This is an optimization exercise on Yosys and OpenROAD, whose aim is small area, not a production implementation.
Function was checked by simulation only, so behaviour that the tests miss may differ from the original.
In this run the design's own scripts or RTL, not TritonCTS, make the clock network.
The flow treats the clock pin as an ideal source. Dropping or thinning the clock tree relies on that and would not hold on a real chip.
No activity file was given, so power comes from the tool's default toggle rates.

File: design/flow/design.v
module debounce(
    input  clk,
    input  rst,
    input  key,
    output rise
);
    reg [3:0] cnt;
    reg flag;
    wire full = &cnt;
    wire inc = key & ~(full & flag);
    always @(posedge clk) begin
        if (rst) begin
            cnt  <= 4'd0;
            flag <= 1'b0;
        end else begin
            cnt  <= cnt + {3'd0, inc};
            flag <= key & (flag | full);
        end
    end
    assign rise = flag & (cnt == 4'd0);
endmodule
module water_detection(
    input wire clk,
    input wire rst,
    input btn7,
    input btn0,
    input [3:0] row_in,
    output [3:0] col,
    output [6:0] segment7,
    output [7:0] row,
    output [7:0] green_led,
    output [7:0] red_led,
    output [7:0] select,
    output beep,
    output dp
);
    reg [2:0] k;
    reg [1:0] m3;
    reg [2:0] r5;
    reg [4:0] q25;
    reg [2:0] j;
    wire r5_wrap = r5[2];                    
    wire q_wrap  = q25[4] & q25[3];          
    wire j_en    = r5_wrap & q_wrap;
    always @(posedge clk) begin
        if (rst) begin
            k   <= 3'd0;
            m3  <= 2'd0;
            r5  <= 3'd0;
            q25 <= 5'd0;
            j   <= 3'd0;
        end else begin
            k   <= k + 3'd1;
            m3  <= {m3[0], ~(m3[1] | m3[0])};
            r5  <= {r5[1] & r5[0], r5[1] ^ r5[0], ~(r5[2] | r5[0])};
            q25 <= q_wrap & r5_wrap ? 5'd0 : q25 + {4'd0, r5_wrap};
            j   <= j + {2'd0, j_en};
        end
    end
    wire [2:0] m = k - 3'd1;                 
    assign col = ~(4'b0001 << k[1:0]);
    assign select = {col[0], 4'b1111, col[3:1]};
    assign row = ~(8'b0000_0001 << m);
    wire rv = (row_in == 4'b1110) | (row_in == 4'b1101) |
              (row_in == 4'b1011) | (row_in == 4'b0111);
    wire [1:0] rix = {~(row_in[3] & row_in[2]), ~(row_in[3] & row_in[1])};
    reg       ku_v;
    reg [1:0] ku_r;
    always @(posedge clk) begin
        ku_v <= ~rst & rv;
        ku_r <= rix;
    end
    wire [1:0] km1 = k[1:0] - 2'd1;
    wire [3:0] ku = {ku_r, km1};
    wire valid = ku_v & ~&ku;
    reg [3:0] kpre;                          
    reg [5:0] kcnt;                          
    wire match = (kpre == ku);
    wire [5:0] kcnt_nx = {kcnt[4:0], ~(kcnt[5] ^ kcnt[4])};
    localparam [5:0] S60 = 6'd40;
    wire at60 = (kcnt == S60);
    wire acc = valid & match & at60;
    reg [1:0] vt;
    always @(posedge clk) begin
        if (rst) begin
            kcnt <= 6'd0;
            kpre <= 4'hf;
            vt   <= 2'd0;
        end else begin
            if (valid) begin
                kcnt <= (match & ~at60) ? kcnt_nx : 6'd0;
                kpre <= ku;
            end
            if (~valid)
                vt <= 2'd0;
            else if (acc)
                vt <= (ku == 4'b0010) ? 2'd1 : (ku[1] & ku[0]) ? 2'd0 : 2'd2;
            else if (vt == 2'd2)
                vt <= 2'd3;
        end
    end
    reg [11:0] number;                       
    always @(posedge clk) begin
        if (rst | (vt == 2'd1))
            number <= 12'hfff;
        else if (vt[1])
            number <= {number[7:0], vt[0] ? number[3:0] : kpre};
    end
    wire b0_rise, b7_rise;
    debounce dbs0 (.clk(clk), .rst(rst), .key(btn0), .rise(b0_rise));
    debounce dbs7 (.clk(clk), .rst(rst), .key(btn7), .rise(b7_rise));
    reg mode;
    reg [1:0] anim;                          
    always @(posedge clk) begin
        if (rst) begin
            mode <= 1'b0;
            anim <= 2'd0;
        end else begin
            if (b0_rise) mode <= ~mode;
            if (b7_rise) anim <= {anim[0], ~(anim[1] | anim[0])};
        end
    end
    wire [3:0] a = number[11:8];
    wire [3:0] b = number[7:4];
    wire hi;
    wire [2:0] lo;
    assign hi = (b[1] & b[0]) | (a[0]) | (a[3] & ~a[2]) | (~a[3] & a[2]) | (a[1]) | (a[3] & ~b[3] & b[2]) | (a[2] & b[3] & ~b[2]) | (a[2] & ~b[3] & b[0]);
    assign lo[0] = (~b[3] & ~b[2] & b[0]) | (~b[3] & b[2] & ~b[1] & ~b[0]) | (~b[2] & b[1]) | (a[3] & ~b[0]);
    assign lo[1] = (~b[3] & b[0]) | (~b[3] & b[1]) | (a[3] & ~b[1] & ~b[0]);
    assign lo[2] = (a[3] & b[0]) | (a[3] & b[1]);
    wire [2:0] state = hi ? {2'b11, mode} : lo;
    wire s7 = hi & mode;
    reg [3:0] d;
    always @(*) begin
        case (k[1:0])
            2'd0: d = {2'b11, anim | {2{~s7}}};    
            2'd1: d = number[3:0];
            2'd2: d = number[7:4];
            default: d = number[11:8];
        endcase
    end
    assign dp = k[1] & ~k[0];
    wire [6:0] seg;
    assign seg[6] = (~d[3] & ~d[0]) | (d[1] & ~d[0]) | (d[3] & ~d[1] & d[0]) | (~d[3] & d[2]);
    assign seg[5] = (~d[1] & ~d[0]) | (d[2] & ~d[1]) | (d[2] & ~d[0]);
    assign seg[4] = (~d[0]) | (d[3] & ~d[2]) | (~d[3] & d[2]);
    assign seg[3] = (~d[3] & ~d[2] & ~d[0]) | (d[1] & ~d[0]) | (d[3] & ~d[2] & d[0]) | (d[2] & ~d[1] & d[0]);
    assign seg[2] = (~d[3] & ~d[2] & ~d[0]) | (~d[2] & d[1]) | (d[2] & ~d[1] & d[0]);
    assign seg[1] = (~d[2] & ~d[0]) | (d[3] & ~d[2]) | (~d[3] & d[2] & d[0]) | (~d[3] & d[1]);
    assign seg[0] = (d[0]) | (d[3] & ~d[2]) | (d[1]);
    assign segment7 = seg;
    reg frame;
    always @(*) begin
        if (state[0]) begin
            case (anim)
                2'd0: frame = j[2];
                2'd1: frame = j[1];
                default: frame = j[0];
            endcase
        end else begin
            frame = j[1];
        end
    end
    reg [3:0] p1, p2;
    always @(posedge clk) begin
        if (rst) begin
            p1 <= 4'b1100;               
            p2 <= 4'b1100;
        end else begin
            p1 <= {state, frame};
            p2 <= p1;
        end
    end
    wire [2:0] ps = p2[3:1];
    wire pf = p2[0];
    reg [7:0] rbyte;
    reg gbit;
    always @(*) begin
        gbit = 1'b0;
        rbyte = 8'h00;
        case (ps)
            3'd0: gbit = (m >= 3'd6);
            3'd1: begin gbit = (m >= 3'd5); rbyte = {8{gbit}}; end
            3'd2: begin gbit = (m >= 3'd4); rbyte = {8{gbit}}; end
            3'd3: begin gbit = (m >= 3'd3); rbyte = {8{gbit}}; end
            3'd4: rbyte = {8{m >= 3'd2}};
            3'd5: rbyte = {8{m >= 3'd1}};
            3'd6: rbyte = {8{pf}};
            default: begin
                case ({pf, m})
                    4'd0: rbyte = 8'h3f;
                    4'd1: rbyte = 8'h1e;
                    4'd2: rbyte = 8'hbf;
                    4'd3: rbyte = 8'he4;
                    4'd4: rbyte = 8'he4;
                    4'd5: rbyte = 8'hff;
                    4'd6: rbyte = 8'he4;
                    4'd7: rbyte = 8'ha4;
                    4'd8: rbyte = 8'h3f;
                    4'd9: rbyte = 8'h1e;
                    4'd10: rbyte = 8'hbf;
                    4'd11: rbyte = 8'hf1;
                    4'd12: rbyte = 8'hea;
                    4'd13: rbyte = 8'he4;
                    4'd14: rbyte = 8'hea;
                    default: rbyte = 8'hb1;
                endcase
            end
        endcase
    end
    assign red_led = rbyte;
    assign green_led = {8{gbit}};
    wire f3 = k[0] ^ m3[0];
    wire f6 = k[1] ^ m3[1] ^ (k[0] & ~m3[0]);
    wire f5 = r5[0] ^ k[0];
    reg bp;
    always @(*) begin
        case (state)
            3'd0: bp = 1'b0;
            3'd1: bp = f6;
            3'd2: bp = f5;
            3'd3: bp = k[2];
            3'd4: bp = f3;
            3'd5: bp = k[1];
            default: bp = k[0];
        endcase
    end
    assign beep = bp;
endmodule
File: design/flow/flow/run.sh
#!/bin/bash
# Own layout flow:
#  1. the standard synthesis, unchanged (standard.sh synth);
#  2. the combinational logic between the registers is re-optimised for
#     area by ABC (the flip-flop instances are kept as they are, as black
#     boxes, so every register keeps its name and cell);
#  3. the rest of the standard ORFS flow, with the port buffers made of the
#     smallest buffer cell, one tie cell for the constant outputs, and a
#     clock tree of four buffers built by flow/manual_cts.tcl.
# Every tool's output goes to a log file of its own in this folder.
set -euo pipefail
HERE=$(pwd)
RES=$HERE/orfs/results/$FLOW_PLATFORM/water_detection/base
LIB=$FLOW_HOME/platforms/$FLOW_PLATFORM/lib/sky130_fd_sc_hd__tt_025C_1v80.lib
YOSYS=$(command -v yosys || echo $FLOW_HOME/../tools/install/yosys/bin/yosys)
export BUFFER_PORTS_ARGS="-buffer_cell sky130_fd_sc_hd__buf_1"
export PRE_CTS_TCL=$HERE/flow/cts_pre.tcl
export MANUAL_CTS_DIR=$HERE/flow
export SKIP_REPAIR_TIE_FANOUT=1
export MANUAL_CTS_GROUPS=${MANUAL_CTS_GROUPS:-4}

bash standard.sh synth > 1_standard_synth.log 2>&1

cp $RES/1_2_yosys.v $HERE/1_2_yosys_standard.v
python3 flow/mkmodels.py $LIB $HERE/cell_models.v > mkmodels.log 2>&1
DU=""
for c in $(sed -n '/^export DONT_USE_CELLS/,/^$/p' $FLOW_HOME/platforms/$FLOW_PLATFORM/config.mk | tr -d '\\' | grep -o 'sky130_fd_sc_hd__[a-z0-9_]*'); do DU="$DU -dont_use $c"; done
# ABC's deepsyn is randomised; run it with several seeds and keep the
# smallest result.
resyn() {
  local S=$1
  cat > resyn_s$S.abc <<EOA
strash
&get -n
&deepsyn -T 20 -S $S
&put
&get -n
&dch -f
&nf -R 1000
&put
topo
EOA
  cat > resyn_s$S.ys <<EOY
read_liberty -lib $LIB
read_verilog -overwrite $HERE/cell_models.v
read_verilog $HERE/1_2_yosys_standard.v
hierarchy -top $FLOW_TOP
flatten
opt -purge
techmap
opt -purge
abc -liberty $LIB -script $HERE/resyn_s$S.abc $DU
opt_clean -purge
hilomap -singleton -hicell sky130_fd_sc_hd__conb_1 HI -locell sky130_fd_sc_hd__conb_1 LO
splitnets
opt_clean -purge
tee -o $HERE/resyn_s$S.stat stat -liberty $LIB
write_verilog -noattr -noexpr -nohex -nodec $HERE/1_2_yosys_resyn_s$S.v
EOY
  $YOSYS -s resyn_s$S.ys > resyn_s$S.log 2>&1
}
for batch in "0 1 2 3" "4 5 6 7" "8 9 10 11" "12 13 14 15"; do
  for S in $batch; do resyn $S & done
  wait
done
BEST=$(for S in $(seq 0 15); do
  if [[ -f resyn_s$S.stat ]]; then
    echo "$(grep 'Chip area' resyn_s$S.stat | awk '{print $NF}') $S"
  fi
done | sort -g | head -1 | awk '{print $2}')
echo "best seed $BEST" > resyn_best.log
cat resyn_s*.stat | grep "Chip area" >> resyn_best.log
cp $HERE/1_2_yosys_resyn_s$BEST.v $HERE/1_2_yosys_resyn.v
cp $HERE/1_2_yosys_resyn.v $RES/1_2_yosys.v
rm -f $RES/1_synth.odb $RES/1_synth.sdc

bash standard.sh finish > standard_finish.log 2>&1
File: design/flow/flow/cts_pre.tcl
# PRE_CTS hook: build the clock tree by hand (flow/manual_cts.tcl) and turn
# the clock_tree_synthesis call that follows in cts.tcl into a no-op.
source $::env(MANUAL_CTS_DIR)/manual_cts.tcl
manual_clock_tree sky130_fd_sc_hd__clkbuf_8 $::env(MANUAL_CTS_GROUPS)
proc clock_tree_synthesis { args } {
  puts "clock_tree_synthesis skipped: clock tree built by manual_clock_tree"
}
set_propagated_clock [all_clocks]
File: design/flow/flow/manual_cts.tcl
# Clock distribution without TritonCTS: the flip-flops are split into
# ngroups equal groups by recursive bisection of their positions, and each
# group gets one clock buffer at its centre, driven from the clock port.
proc mcts_split { sinks ngroups axis } {
  if { $ngroups <= 1 } { return [list $sinks] }
  set idx [expr { $axis == 0 ? 1 : 2 }]
  set s [lsort -integer -index $idx $sinks]
  set na [expr { $ngroups / 2 }]
  set h [expr { [llength $s] * $na / $ngroups }]
  set a [lrange $s 0 [expr { $h - 1 }]]
  set b [lrange $s $h end]
  return [concat [mcts_split $a $na [expr { 1 - $axis }]] \
                 [mcts_split $b [expr { $ngroups - $na }] [expr { 1 - $axis }]]]
}
proc manual_clock_tree { cell ngroups } {
  set db [ord::get_db]
  set block [[$db getChip] getBlock]
  set clknet [[$block findBTerm clk] getNet]
  set master [$db findMaster $cell]
  set sinks {}
  foreach it [$clknet getITerms] {
    set inst [$it getInst]
    set box [$inst getBBox]
    set x [expr { ([$box xMin] + [$box xMax]) / 2 }]
    set y [expr { ([$box yMin] + [$box yMax]) / 2 }]
    lappend sinks [list $it $x $y]
  }
  set xspan [expr { [lindex [lsort -integer -index 1 $sinks] end 1] - [lindex [lsort -integer -index 1 $sinks] 0 1] }]
  set yspan [expr { [lindex [lsort -integer -index 2 $sinks] end 2] - [lindex [lsort -integer -index 2 $sinks] 0 2] }]
  set groups [mcts_split $sinks $ngroups [expr { $xspan >= $yspan ? 0 : 1 }]]
  set c 0
  foreach g $groups {
    set buf [odb::dbInst_create $block $master clkbuf_leaf_$c]
    set net [odb::dbNet_create $block clknet_leaf_$c]
    $net setSigType CLOCK
    set sx 0; set sy 0
    foreach s $g {
      set it [lindex $s 0]
      $it disconnect
      $it connect $net
      set sx [expr { $sx + [lindex $s 1] }]
      set sy [expr { $sy + [lindex $s 2] }]
    }
    set n [llength $g]
    [$buf findITerm A] connect $clknet
    [$buf findITerm X] connect $net
    $buf setLocation [expr { $sx / $n }] [expr { $sy / $n }]
    $buf setPlacementStatus PLACED
    puts "manual_clock_tree: clkbuf_leaf_$c ($cell) drives $n clock pins"
    incr c
  }
}
File: design/flow/flow/mkmodels.py
# Writes Verilog models of the sky130hd combinational cells from the liberty
# 'function' attributes, so a mapped netlist can be re-optimised by ABC.
import re, sys
lib = open(sys.argv[1]).read()
out = []
for m in re.finditer(r'\n\s*cell\s*\(\s*"?(\w+)"?\s*\)\s*\{', lib):
    name = m.group(1)
    # find the body of the cell by brace matching
    i = m.end(); depth = 1
    while depth:
        c = lib[i]
        if c == '{': depth += 1
        elif c == '}': depth -= 1
        i += 1
    body = lib[m.end():i]
    if re.search(r'\b(ff|latch|statetable)\s*\(', body): continue
    pins = re.findall(r'\bpin\s*\(\s*"?(\w+)"?\s*\)\s*\{(.*?)\n\s*\}', body, re.S)
    ins = []; outs = []
    for pn, pb in pins:
        d = re.search(r'direction\s*:\s*"?(\w+)"?', pb)
        if not d: continue
        if d.group(1) == 'input': ins.append(pn)
        elif d.group(1) == 'output':
            f = re.search(r'function\s*:\s*"([^"]*)"', pb)
            if not f: break
            outs.append((pn, f.group(1)))
    else:
        if not outs: continue
        def conv(f):
            f = f.replace('!', '~').replace('+', '|').replace('*', '&').replace('^', '^')
            # implicit AND: "A B" -> "A & B"
            f = re.sub(r'(\w|\))\s+(?=[\w~(])', r'\1 & ', f)
            return f
        ports = ins + [o for o, _ in outs]
        s = 'module %s(%s);\n' % (name, ', '.join(ports))
        for p in ins: s += '  input %s;\n' % p
        for o, f in outs: s += '  output %s;\n  assign %s = %s;\n' % (o, o, conv(f))
        s += 'endmodule\n'
        out.append(s)
open(sys.argv[2], 'w').write('\n'.join(out))
File: design/flow/standard.sh
#!/bin/bash
# synth_recipe.tcl (not shown) runs the flow's synth.tcl, then flattens the netlist and writes it again
# the make line also repeats each setting of config.mk as NAME=value (left out here)
make -C /OpenROAD-flow-scripts/flow DESIGN_CONFIG=/design/flow/config.mk WORK_HOME=/design/flow/orfs CLKGATE_MAP_FILE= SYNTH_SCRIPT=/design/flow/synth_recipe.tcl "${@:-finish}"
File: design/flow/config.mk
export PLATFORM = sky130hd
export DESIGN_NAME = water_detection
export DESIGN_NICKNAME = water_detection
export VERILOG_FILES = /design/flow/design.v
export SDC_FILE = /design/flow/constraint.sdc
export NUM_CORES = 4
export LEC_CHECK = 0
export CAP_MARGIN = 20
export CORE_MARGIN = 2
export CORE_UTILIZATION = 40
export PLACE_DENSITY = 0.85
export SLEW_MARGIN = 20
File: design/flow/constraint.sdc
create_clock -name core_clock -period 10.0 [get_ports {clk}]
set_input_delay 2.0000 -clock core_clock [delete_from_list [all_inputs] [get_ports {clk}]]
set_output_delay 2.0000 -clock core_clock [all_outputs]
set_load 0.01 [all_outputs]
==> impl_metrics.xml <==
<?xml version="1.0" encoding="UTF-8"?>
<metrics>
  <group name="critical_path">
    <metric name="timing.critical_path.slowest_stage_cell" unit="">sky130_fd_sc_hd__nor2_1</metric>
    <metric name="crit_arrival" unit="ps">2730</metric>
    <metric name="path_max_fanout" unit="">12</metric>
    <metric name="r2r-start" unit="">k[0]</metric>
    <metric name="critical_path.max_stage_delay" unit="ps">500</metric>
    <metric name="setup.worst_path.start_class" unit="">flip-flop</metric>
    <metric name="path_cells" unit="">nor2_1 &gt; clkinv_1 &gt; o221ai_1 &gt; a21o_1 &gt; o21ai_0 &gt; o21ai_0 &gt; and2_0 &gt; a31oi_1 &gt; nor2b_1 &gt; buf_1</metric>
    <metric name="cpMostUsedCell" unit="">sky130_fd_sc_hd__o21ai_0</metric>
    <metric name="setup.worst_path.class" unit="">flip-flop to primary output</metric>
    <metric name="worst_setup_path_end_kind" unit="">primary output</metric>
    <metric name="critPathLaunch" unit="">k[0]</metric>
    <metric name="crit_required" unit="ps">8000</metric>
  </group>
  <group name="timing">
    <metric name="final_period_minus_worst_setup_slack" unit="ps">4730</metric>
    <metric name="fin_worst_skew" unit="ps">7.66</metric>
    <metric name="setup-tns-final" unit="ps">0</metric>
    <metric name="fmax" unit="GHz">0.212</metric>
    <metric name="timing.final.max_slew_violations" unit="">0</metric>
    <metric name="period_share" unit="%">47.3</metric>
    <metric name="unrepaired_setup_endpoints_after_global_routing" unit="">no</metric>
    <metric name="timing.final.setup_violations" unit="">0</metric>
    <metric name="tightest_slew" unit="ps">542</metric>
    <metric name="max_slew_margin_vs_limit" unit="%">63.8</metric>
    <metric name="timing_hold_violations_final" unit="">0</metric>
  </group>
  <group name="route">
    <metric name="wl_per_cell" unit="um">13.4</metric>
    <metric name="drtIter0Drc" unit="">83</metric>
    <metric name="first_pass_iters" unit="">4</metric>
    <metric name="antenna_left" unit="">0</metric>
    <metric name="drc" unit="">0</metric>
    <metric name="via_count" unit="">2460</metric>
    <metric name="vias_per_cell" unit="">5.73</metric>
    <metric name="detail_route.wirelength" unit="um">5750</metric>
  </group>
  <group name="job">
    <metric name="max_cap_viol" unit="">0</metric>
  </group>
  <group name="worst_hold_path">
    <metric name="min_from" unit="">p1[2]</metric>
    <metric name="hold_path.class" unit="">flip-flop to flip-flop</metric>
  </group>
  <group name="place">
    <metric name="place.detailed.instances" unit="">425</metric>
    <metric name="detailed_place.area" unit="um^2">2950</metric>
    <metric name="routabilityCongestion" unit="">0.980</metric>
    <metric name="port-buffer-count" unit="">48</metric>
    <metric name="post-dp-hpwl" unit="um">4250</metric>
  </group>
  <group name="clock_network">
    <metric name="cts.repair_timing.setup_buffer_count" unit="">0</metric>
    <metric name="clock_latency" unit="ps">160</metric>
    <metric name="post_cts_resized" unit="">0</metric>
    <metric name="cts_hold_repair.buffers" unit="">0</metric>
    <metric name="cts.reportedPaths.clkPinSlew" unit="ps">100</metric>
  </group>
  <group name="yosys">
    <metric name="syn_avg_cell_area" unit="um^2">8.90</metric>
    <metric name="synth.cell_area" unit="um^2">2660</metric>
    <metric name="postSynthCellCount" unit="">299</metric>
    <metric name="mappedNetlistNets" unit="">307</metric>
    <metric name="yosysWarnings" unit="">2</metric>
  </group>
  <group name="global_route">
    <metric name="first_global_vias" unit="">2083</metric>
    <metric name="number_of_antenna_violations_at_the_first_check_in_global_routing" unit="">0</metric>
    <metric name="global_route.overflow_total" unit="">0</metric>
    <metric name="globalRouteTotalUtil" unit="%">14.7</metric>
    <metric name="grt_pass1_wl" unit="um">9310</metric>
    <metric name="maximum_number_of_pins_on_one_net_before_global_route_repair" unit="">29</metric>
  </group>
  <group name="floorplanning">
    <metric name="boundaryPins" unit="">53</metric>
    <metric name="rows" unit="">29</metric>
    <metric name="die_h" unit="um">85.6</metric>
    <metric name="fp.coreArea" unit="um^2">6390</metric>
    <metric name="die_area" unit="um^2">7320</metric>
    <metric name="chipWidth" unit="um">85.6</metric>
    <metric name="initial_cell_density_of_the_core" unit="%">41.7</metric>
  </group>
  <group name="final_layout">
    <metric name="post-route-cell-area" unit="um^2">3000</metric>
    <metric name="area.growth.synth_to_final" unit="%">12.7</metric>
    <metric name="nNetsFinal" unit="">362</metric>
    <metric name="diodes" unit="">0</metric>
    <metric name="drive_above_1_share" unit="%">1.42</metric>
    <metric name="stdcell_count" unit="">429</metric>
    <metric name="final.fill_count" unit="">618</metric>
  </group>
  <group name="outcome">
    <metric name="run_status" unit="">complete, no violations</metric>
  </group>
  <group name="power">
    <metric name="power.static_leakage" unit="nW">1.03</metric>
    <metric name="power_per_cell_area" unit="nW/um^2">133</metric>
    <metric name="ir_drop_worst_case_vdd" unit="uV">122</metric>
  </group>
</metrics>
## layout by cell type (no fill, tap or decap), types with 3 or more instances in the layout
cell type / count
sky130_fd_sc_hd__and2_0: 5
sky130_fd_sc_hd__or2_0: 7
sky130_fd_sc_hd__clkbuf_8: 4
sky130_fd_sc_hd__o22a_1: 14
sky130_fd_sc_hd__a31oi_1: 5
sky130_fd_sc_hd__nor3_1: 10
sky130_fd_sc_hd__nand2_1: 26
sky130_fd_sc_hd__o221ai_1: 4
sky130_fd_sc_hd__a22o_1: 5
sky130_fd_sc_hd__o21a_1: 3
sky130_fd_sc_hd__nor2_1: 33
sky130_fd_sc_hd__dfxtp_1: 64
sky130_fd_sc_hd__buf_1: 48
sky130_fd_sc_hd__a21oi_1: 28
sky130_fd_sc_hd__o32a_1: 4
sky130_fd_sc_hd__nor2b_1: 6
sky130_fd_sc_hd__nand2b_1: 5
sky130_fd_sc_hd__nand3_1: 4
sky130_fd_sc_hd__o21ai_0: 19
sky130_fd_sc_hd__clkinv_1: 9
sky130_fd_sc_hd__and3_1: 7
sky130_fd_sc_hd__xnor2_1: 9
## final cells by class
cell class              count  area, um^2  area share, %
well taps                  77        96.3           3.21
inverters                   9        33.8           1.13
repair buffers             49         188           6.26
multi-input cells         226        1350           44.9
flip-flops and latches     64        1280           42.7
plain buffers               4        55.1           1.83
## registers in the layout, indices dropped and copies added, names as in the netlist, 4 cells and up
register	cells
p1	4
q25	5
dbs0.cnt	4
number	12
dbs7.cnt	4
p2	4
kcnt	6
kpre	4
## routing by layer
metal	vias up	wire, um	track usage, %
li1	1215	-	-
met1	1148	2570	19.7
met2	91	2720	25.9
met3	6	385	1.54
met4	0	68	2.89
met5	-	0	0
## metrics by stage
step | setup WS (ps) | hold slack, ps | utilization [%] | total power, mW
6_report | 5270 | 423 | 47.0 | 0.399
5_1_grt | 4990 | 456 | 47.0 | 0.415
4_1_cts | 5370 | 424 | 47.0 | 0.402
3_5_place_dp | 5570 | 401 | 46.1 | 0.307
3_3_place_gp | 5780 | 397 | 46.1 | 0.305
2_1_floorplan | 5540 | 391 | - | 0.293
## power breakdown
part	internal, mW	switching [mW]
clock network	0.0370	0.0605
registers	0.260	0.00665
logic	0.0118	0.0228
## worst max-delay path: cells and delay by family, from the launching register on
kind | cells | cell delay [ps]
simple gates | 3 | 910
flops | 1 | 460
buf+inv | 2 | 430
compound gates | 5 | 760
## worst paths after layout
kind | end | slack, ps | cells past startpoint
setup reg to reg | vt[1] | 7580 | 9
setup / recovery | red_led[0] | 5270 | 10
hold / removal | p2[2] | 420 | 1
hold reg to reg | p2[2] | 420 | 1

## re-timing with driven ports
The flow's constraints put no driver on any port. The routed layout listed below was extracted and timed again, unchanged, in two steps. Step 1, drivers: a clkbuf_16 drives clk and a buf_2 each remaining input, both assumed. Step 2 times the ports against the registers' clock, not the clock port: input delays grow and output delays shrink by t, the midpoint of the rising clock arrivals with the driver on. Slacks: ideal / step 1 / step 2; pairs: ideal / step 1.
t (ns): 0.205
slack for setup (ns): 5.273 / 5.220 / 5.425
latest minus earliest clock arrival (ns): 0.007 / 0.008
worst data-port slew with drivers (ns): 0.03
pins driven straight from the clock port: 4
After both steps setup and hold are still met in this run. The setup slack of this run moves by -0.053 ns with the drivers and by +0.152 ns with both steps.
